This is an optimization exercise on Yosys and OpenROAD, whose aim is small area, not a production implementation.
In this exercise RTL edits were held to simulation tests only and were not proved equivalent to the original.
The flow treats the clock pin as an ideal source, which a real chip does not have.

Setup of before:
==> flow/design.v <==
module serial
    ( input  clk
    , input  reset
    , input  enable
    , input  can_send
    , input [7:0] data_in
    , input  in_stb
    , output wire [7:0] data_out
    , output wire  out_stb
    );
  reg [15:0] x;       
  reg [15:0] y;       
  reg [15:0] a;       
  reg        nl;      
  reg [4:0]  st;
  wire       cmd_up = st[1];
  wire       cmd_fw = st[0];
  wire in_mode   = (st[4:3] == 2'b00);
  wire mul_mode  = (st[4:3] == 2'b01);
  wire send_mode = (st[4:3] == 2'b10);
  wire newline = ~data_in[5];
  wire digit   = data_in[4] & ~data_in[6];
  wire apply   = in_stb & in_mode & digit;
  wire [3:0] n = data_in[3:0];
  wire send = send_mode & ~nl & can_send;
  genvar i;
  wire [3:0]  nx = (apply & cmd_fw) ? n : 4'd0;
  wire [16:0] xc;
  wire [15:0] xs;
  assign xc[0] = 1'b0;
  generate for (i = 0; i < 16; i = i + 1) begin : xadd
    if (i < 4) begin : f
      assign xs[i]   = x[i] ^ nx[i] ^ xc[i];
      assign xc[i+1] = (x[i] & nx[i]) | (xc[i] & (x[i] ^ nx[i]));
    end else begin : h
      assign xs[i]   = x[i] ^ xc[i];
      assign xc[i+1] = x[i] & xc[i];
    end
  end endgenerate
  wire [15:0] x_add = xs | {16{xc[16]}};
  wire        sub = apply & cmd_up;
  wire [3:0]  ny = (apply & ~cmd_fw) ? n : 4'd0;
  wire [15:0] yi = y ^ {16{sub}};
  wire [16:0] yc;
  wire [15:0] ys;
  assign yc[0] = 1'b0;
  generate for (i = 0; i < 16; i = i + 1) begin : yadd
    if (i < 4) begin : f
      assign ys[i]   = yi[i] ^ ny[i] ^ yc[i];
      assign yc[i+1] = (yi[i] & ny[i]) | (yc[i] & (yi[i] ^ ny[i]));
    end else begin : h
      assign ys[i]   = yi[i] ^ yc[i];
      assign yc[i+1] = yi[i] & yc[i];
    end
  end endgenerate
  wire [15:0] y_next = (ys | {16{yc[16]}}) ^ {16{sub}};
  wire [15:0] p0 = y & {16{x[0]}};
  wire [15:0] p1 = y & {16{x[1]}};
  wire [16:0] cs_s, cs_c;
  generate for (i = 0; i < 17; i = i + 1) begin : csa
    wire o1 = (i < 16) ? a[i]  : 1'b0;
    wire o2 = (i < 16) ? p0[i] : 1'b0;
    wire o3 = (i > 0) ? p1[i-1] : 1'b0;
    assign cs_s[i] = o1 ^ o2 ^ o3;
    assign cs_c[i] = (o1 & o2) | (o3 & (o1 ^ o2));
  end endgenerate
  wire [17:0] sum;
  wire [17:0] rc;
  assign sum[0] = cs_s[0];
  assign rc[1]  = 1'b0;
  generate for (i = 1; i < 17; i = i + 1) begin : rca
    assign sum[i]  = cs_s[i] ^ cs_c[i-1] ^ rc[i];
    assign rc[i+1] = (cs_s[i] & cs_c[i-1]) | (rc[i] & (cs_s[i] ^ cs_c[i-1]));
  end endgenerate
  assign sum[17] = cs_c[16] ^ rc[17];
  wire empty_line = in_mode & in_stb & newline & nl;
  wire cmd_load   = in_mode & in_stb & nl;
  wire inc        = mul_mode | send;
  always @(posedge clk or posedge reset) begin
    if (reset) begin
      x  <= 16'd0;
      y  <= 16'd0;
      a  <= 16'd0;
      nl <= 1'b1;
      st <= 5'b00000;
    end else begin
      x <= mul_mode ? {sum[1:0], x[15:2]} : send ? {x[11:0], x_add[3:0]} : x_add;
      y <= y_next;
      if (mul_mode) a <= sum[17:2];
      else if (send) a <= {a[11:0], x[15:12]};
      if (in_stb) nl <= newline & in_mode;
      if (empty_line) st <= 5'b01000;
      else if (cmd_load) st[1:0] <= {data_in[4], data_in[1]};
      else if (inc) st <= st + 5'd1;
    end
  end
  wire [3:0] nib = a[15:12];
  wire letter = nib[3] & (nib[2] | nib[1]);
  assign data_out = letter ? {4'h6, 1'b0, nib[2:0] - 3'd1} : {4'h3, nib};
  assign out_stb  = send;
endmodule
==> flow/config.mk <==
export PLATFORM = sky130hd
export DESIGN_NAME = serial
export DESIGN_NICKNAME = serial
export VERILOG_FILES = /design/flow/design.v
export SDC_FILE = /design/flow/constraint.sdc
export NUM_CORES = 4
export LEC_CHECK = 0
export CAP_MARGIN = 0
export CORE_MARGIN = 2
export CORE_UTILIZATION = 60
export SLEW_MARGIN = 0
==> flow/constraint.sdc <==
create_clock -name core_clock -period 10.0 [get_ports {clk}]
set_input_delay 2.0000 -clock core_clock [delete_from_list [all_inputs] [get_ports {clk}]]
set_output_delay 2.0000 -clock core_clock [all_outputs]
set_load 0.01 [all_outputs]
standard.sh (not shown) runs the stock make flow with config.mk's settings and CLKGATE_MAP_FILE= SYNTH_SCRIPT=/design/flow/synth_recipe.tcl, a recipe that flattens the netlist after the stock synthesis.
==> flow/flow/run.sh <==
#!/bin/bash
# Own layout flow: the standard synthesis (standard.sh synth), then an
# area-oriented ABC remap of its combinational logic (registers keep their
# names and cell types), then the standard layout steps from floorplan to
# finish, with buf_1 cells as the port buffers, no CTS dummy loads, and two
# hooks that give the placement repair buffers and the clock tree buffers the
# smallest size that keeps slew and capacitance within limits. Each tool's
# output goes to a log file of its own in this folder.
set -euo pipefail
here=$(pwd)
res=$here/orfs/results/$FLOW_PLATFORM/serial/base
lib=$FLOW_HOME/platforms/$FLOW_PLATFORM/lib/sky130_fd_sc_hd__tt_025C_1v80.lib
yosys_bin=/OpenROAD-flow-scripts/tools/install/yosys/bin/yosys
[[ -x $yosys_bin ]] || yosys_bin=yosys

bash standard.sh synth > synth_standard.log 2>&1
cp "$res/1_2_yosys.v" "$here/synth_standard.v"

# remap with each ABC script in flow/remap*.abc; keep the smallest fully
# mapped result
best=""; best_area=""
for abc in flow/remap*.abc; do
  k=$(basename "$abc" .abc)
  sed -e "s#@LIB@#$lib#g" -e "s#@IN@#$here/synth_standard.v#" \
      -e "s#@ABC@#$here/$abc#" -e "s#@STAT@#$here/${k}_stat.txt#" \
      -e "s#@OUT@#$here/${k}_all.v#" flow/remap.ys > ${k}_run.ys
  if ! "$yosys_bin" -s ${k}_run.ys > ${k}.log 2>&1; then continue; fi
  # keep only the top module (the others are the liberty cells read for their functions)
  awk '/^module serial\(/,/^endmodule/' ${k}_all.v > ${k}.v
  grep -q '^module serial(' ${k}.v || continue
  if grep -q '^ *assign ' ${k}.v; then continue; fi
  if grep -q '^ *\\\$' ${k}.v; then continue; fi
  area=$(awk '/Chip area for top module/ {print $NF}' ${k}_stat.txt)
  [[ -n "$area" ]] || continue
  if [[ -z "$best" ]] || awk -v a="$area" -v b="$best_area" 'BEGIN {exit !(a < b)}'; then
    best=$k; best_area=$area
  fi
done
echo "remap: chose $best with area $best_area" > remap_choice.log
[[ -n "$best" ]]
cp ${best}.v remap.v

cp remap.v "$res/1_2_yosys.v"
rm -f "$res/1_synth.odb" "$res/1_synth.sdc"
export BUFFER_PORTS_ARGS="-buffer_cell sky130_fd_sc_hd__buf_1"
export CTS_ARGS="-sink_clustering_enable -repair_clock_nets -dont_use_dummy_load"
export POST_CTS_TCL="$here/flow/post_cts.tcl"
export POST_RESIZE_TCL="$here/flow/post_resize.tcl"
bash standard.sh > layout.log 2>&1
test -f out/final.def
Other scripts of this flow, unchanged in this note and not shown: flow/flow/post_cts.tcl, flow/flow/post_resize.tcl, flow/flow/remap.ys, flow/flow/remap1.abc, flow/flow/remap2.abc, flow/flow/remap3.abc, flow/flow/remap4.abc
#### Input delta (after over before)
--- a/flow/design.v
+++ b/flow/design.v
@@ -11,23 +11,23 @@
   reg [15:0] x;       
   reg [15:0] y;       
   reg [15:0] a;       
   reg        nl;      
   reg [4:0]  st;
   wire       cmd_up = st[1];
-  wire       cmd_fw = st[0];
+  wire       cmd_dn = st[0];
   wire in_mode   = (st[4:3] == 2'b00);
   wire mul_mode  = (st[4:3] == 2'b01);
   wire send_mode = (st[4:3] == 2'b10);
   wire newline = ~data_in[5];
   wire digit   = data_in[4] & ~data_in[6];
   wire apply   = in_stb & in_mode & digit;
   wire [3:0] n = data_in[3:0];
   wire send = send_mode & ~nl & can_send;
   genvar i;
-  wire [3:0]  nx = (apply & cmd_fw) ? n : 4'd0;
+  wire [3:0]  nx = (apply & ~cmd_up & ~cmd_dn) ? n : 4'd0;
   wire [16:0] xc;
   wire [15:0] xs;
   assign xc[0] = 1'b0;
   generate for (i = 0; i < 16; i = i + 1) begin : xadd
     if (i < 4) begin : f
       assign xs[i]   = x[i] ^ nx[i] ^ xc[i];
@@ -36,13 +36,13 @@
       assign xs[i]   = x[i] ^ xc[i];
       assign xc[i+1] = x[i] & xc[i];
     end
   end endgenerate
   wire [15:0] x_add = xs | {16{xc[16]}};
   wire        sub = apply & cmd_up;
-  wire [3:0]  ny = (apply & ~cmd_fw) ? n : 4'd0;
+  wire [3:0]  ny = (apply & (cmd_up | cmd_dn)) ? n : 4'd0;
   wire [15:0] yi = y ^ {16{sub}};
   wire [16:0] yc;
   wire [15:0] ys;
   assign yc[0] = 1'b0;
   generate for (i = 0; i < 16; i = i + 1) begin : yadd
     if (i < 4) begin : f
@@ -71,23 +71,23 @@
   generate for (i = 1; i < 17; i = i + 1) begin : rca
     assign sum[i]  = cs_s[i] ^ cs_c[i-1] ^ rc[i];
     assign rc[i+1] = (cs_s[i] & cs_c[i-1]) | (rc[i] & (cs_s[i] ^ cs_c[i-1]));
   end endgenerate
   assign sum[17] = cs_c[16] ^ rc[17];
   wire empty_line = in_mode & in_stb & newline & nl;
-  wire cmd_load   = in_mode & in_stb & nl;
+  wire cmd_load   = in_mode & in_stb & data_in[6];
   wire inc        = mul_mode | send;
   always @(posedge clk or posedge reset) begin
     if (reset) begin
       x  <= 16'd0;
       y  <= 16'd0;
       a  <= 16'd0;
       nl <= 1'b1;
       st <= 5'b00000;
     end else begin
-      x <= mul_mode ? {sum[1:0], x[15:2]} : send ? {x[11:0], x_add[3:0]} : x_add;
+      x <= mul_mode ? {sum[1:0], x[15:2]} : send ? {x[11:0], 4'd0} : x_add;
       y <= y_next;
       if (mul_mode) a <= sum[17:2];
       else if (send) a <= {a[11:0], x[15:12]};
       if (in_stb) nl <= newline & in_mode;
       if (empty_line) st <= 5'b01000;
       else if (cmd_load) st[1:0] <= {data_in[4], data_in[1]};
--- outcome ---
Sort after and before by area used by multi-input combinational logic, ascending, and after comes first.
Of after and before, the run reporting the higher non-filler instance count after layout was after.
after vs before: achievable frequency down in after
after: share of the clock period used by the worst path higher than before
From before to after, layout sequential cell count did not move at all.
In the metrics for after and before, the one carrying the higher via count normalized by instance count is before.
before vs after, critical-path cell with the highest stage delay: sky130_fd_sc_hd__fa_1 vs sky130_fd_sc_hd__buf_1
On global-route wire length before repair, after does better than before.

-- port drivers added, routing unchanged --
No port has a modelled driver above. Below, the same layouts with a new extraction and two added sets of constraints.
Step 1, drivers: a clkbuf_16 drives clk and a buf_2 each remaining input, both assumed.
Step 2 times the ports against the registers' clock, not the clock port: input delays grow and output delays shrink by t, the midpoint of the rising clock arrivals with the driver on.
Three values: ideal, step 1, step 2; two values: the first two.
run | t (ns) | slack for setup (ns) | worst register clock-pin slew, ns | worst slew at a driven data input, ns
before | 0.551 | 2.011 / 2.011 / 1.996 | 0.12 / 0.12 | 0.03
after | 0.595 | 1.317 / 1.322 / 0.727 | 0.10 / 0.10 | 0.03
After both steps setup and hold are still met in every run listed. The setup slack of after, which loses most, moves by +0.005 ns with the drivers and by -0.590 ns with both steps.
